From an optimization exercise on the open Yosys and OpenROAD flow, aimed at small area; shortcuts taken in it are not production practice.
The RTL was checked by simulation tests, not by an equivalence proof against the original design.
Power and IR drop assume default switching activity.

== run E ==
==> flow/design.v (excerpt) <==
module top_fan(
    input clk, reset_p,
    input [5:0] btn, input [1:0] sw,
    input adc_eoc, input [6:0] adc_do,
    input dht11_in, output dht11_drive,
    input echo, output trig,
    output motor_pwm, output led_pwm, output servo_pwm,
    output [13:0] led,
    output buzz,
    output [3:0] an, output [6:0] seg
    );
export LEC_CHECK = 0
export CAP_MARGIN = 20
export CORE_MARGIN = 2
export CORE_UTILIZATION = 40
export SLEW_MARGIN = 20
create_clock -name core_clock -period 10.0 [get_ports {clk}]
standard.sh (not shown) runs the stock make flow with config.mk's settings and CLKGATE_MAP_FILE= SYNTH_SCRIPT=/design/flow/synth_recipe.tcl, a recipe that flattens the netlist after the stock synthesis.
==> flow/flow/run.sh <==
#!/bin/bash
# Layout flow: the standard flow (standard.sh) with these changes:
#  - synthesis: the standard flow's own script (synth_recipe.tcl) with the ABC mapping
#    script swapped for an area-oriented one (flow/abc_area.script) and no
#    separate adder mapping, so ABC maps the adders with the rest of the logic;
#    the registers are the standard synthesis's;
#  - port buffers: sky130_fd_sc_hd__buf_1 on every input and output port;
#  - clock tree: smaller clock buffers, no dummy loads;
#  - higher core utilization.
# Each tool's output is in orfs/logs/ (ORFS) and flow_make.log.
set -euo pipefail
here=$(pwd)
{
  cat <<'EOT'
proc abc {args} {
  set i [lsearch -exact $args -script]
  if {$i >= 0} { lset args [expr {$i+1}] $::env(AREA_ABC_SCRIPT) }
  yosys abc {*}$args
}
EOT
  cat "$here/synth_recipe.tcl"
} > "$here/area_synth.tcl"
export AREA_ABC_SCRIPT="$here/flow/abc_area.script"
bash standard.sh \
  SYNTH_SCRIPT="$here/area_synth.tcl" \
  ADDER_MAP_FILE= \
  CORE_UTILIZATION=65 BUFFER_PORTS_ARGS='-buffer_cell sky130_fd_sc_hd__buf_1' CTS_ARGS='-sink_clustering_enable -repair_clock_nets -dont_use_dummy_load -buf_list sky130_fd_sc_hd__clkbuf_4 -sink_clustering_size 9 -sink_clustering_max_diameter 40' \
  finish > "$here/flow_make.log" 2>&1
==> flow/flow/abc_area.script <==
strash
ifraig
dc2
dch -f
amap -m -F 10 -A 20
strash
dc2
dch -f
amap -m -F 10 -A 20
strash
dc2
dch -f
amap -m -F 10 -A 20
topo
Input changes introduced in run C (baseline for comparison: run E):
--- a/flow/design.v
+++ b/flow/design.v
@@ -5,34 +5,36 @@
     input adc_eoc, input [6:0] adc_do,
     input dht11_in, output dht11_drive,
     input echo, output trig,
     output motor_pwm, output led_pwm, output servo_pwm,
     output [13:0] led,
     output buzz,
     output [3:0] an, output [6:0] seg
     );
     reg [11:0] t;        
-    reg [6:0]  v;        
+    reg [4:0]  v;        
+    reg [2:0]  w;        
     reg        s66;      
     always @(posedge clk, posedge reset_p) begin
         if(reset_p) begin
-            t <= 0; v <= 0; s66 <= 0;
+            t <= 0; v <= 0; w <= 0; s66 <= 0;
         end
         else begin
             t <= t + 1'b1;
-            v <= (v == 7'd124) ? 7'd0 : v + 1'b1;
+            v <= (v == 5'd24) ? 5'd0 : v + 1'b1;
+            if(v == 5'd24) w <= (w == 3'd4) ? 3'd0 : w + 1'b1;
             if(t[6:0] == 7'd65) s66 <= 1'b1;
         end
     end
     wire started = s66 | (|t[6:0]);                       
-    wire v25 = (v == 7'd0) | (v == 7'd25) | (v == 7'd50) | (v == 7'd75) | (v == 7'd100);
+    wire v25 = (v == 5'd0);
     wire tick100  = started & (t[1:0] == 2'd0) & v25;      
-    wire tick2000 = (t[3:0] == 4'd0) & (v == 7'd0);        
+    wire tick2000 = (t[3:0] == 4'd0) & (v == 5'd0) & (w == 3'd0);        
     wire tick4    = (t[1:0] == 2'd0);
     wire tick8    = (t[2:0] == 3'd0);
     wire mode_clk = (t[6:0] == 7'd65);                     
     wire mode_ph  = (t[6:0] == 7'd66);                     
     wire sw_clk   = (t[5:0] == 6'd33);                     
     reg [3:0] bs;        
     reg [3:0] bn;        
     always @(posedge clk, posedge reset_p) begin
         if(reset_p) begin
@@ -319,30 +321,33 @@
             4'd7 : seg_r = 7'b111_1000;
             4'd8 : seg_r = 7'b000_0000;
             4'd9 : seg_r = 7'b001_0000;
             default : seg_r = 7'b111_1111;
         endcase
     end
     assign seg = seg_r;
     wire [2:0] lv = is_d ? lv_d : is_a ? lv_a : lv_n;
     wire on80 = p & ~(is_a & a_low);         
+    wire [3:0] pm = (pc < 8'd80) ? 4'd0 : (pc < 8'd105) ? 4'd1 : (pc < 8'd130) ? 4'd2 :
+                    (pc < 8'd155) ? 4'd3 : (pc < 8'd180) ? 4'd4 : (pc < 8'd205) ? 4'd5 :
+                    (pc < 8'd230) ? 4'd6 : (pc < 8'd255) ? 4'd7 : 4'd8;
     wire [7:0] below = {pc != 8'd255, pc < 8'd230, pc < 8'd205, pc < 8'd180,
                         pc < 8'd155, pc < 8'd130, pc < 8'd105, pc < 8'd80};
     wire [7:0] pc = t[9:2];
     reg pwm_d, pwm_a, pwm_n;
     always @(posedge clk, posedge reset_p) begin
         if(reset_p) begin
             pwm_d <= 0; pwm_a <= 0; pwm_n <= 0;
         end
         else if(tick4) begin
-            pwm_d <= p & below[lv_d];
-            pwm_n <= p & below[lv_n];
-            pwm_a <= p & is_a & (a_low ? (pc == 8'd0) : below[lv_a]);
+            pwm_d <= p & ({1'b0, lv_d} >= pm);
+            pwm_n <= p & ({1'b0, lv_n} >= pm);
+            pwm_a <= p & is_a & (a_low ? (pc == 8'd0) : ({1'b0, lv_a} >= pm));
         end
     end
     wire pwm = is_d ? pwm_d : is_a ? pwm_a : pwm_n;
     reg [14:0] us_c;
     reg us_calc, far;
     reg en_m, en_s;
     always @(negedge clk) begin
         en_m <= echo;
         en_s <= en_m;
## What came out
- Final core utilization: run C vs run E, no meaningful difference
- Summary of run C over run E: switching power share of the total went up; slew at the pin closest to its max-slew limit went up; detailed placement HPWL went down; switching power summed over all nets went up; worst slack on hold paths went down.
- Delta (run C minus run E): clock power share increased 2.5 points; share of the final layout cell area in multi-input gates essentially unchanged.
- Going from run E to run C, count of inverters other than clock inverters in the layout decreased 14%, floorplan die area decreased 1.2%.
- Run E and run C ended up with roughly the same cell count of the worst hold path.
- Against run E, final worst setup slack in run C came out worse.
- cu[21] as the worst setup path endpoint was reported by run E, and cu[20] by run C.
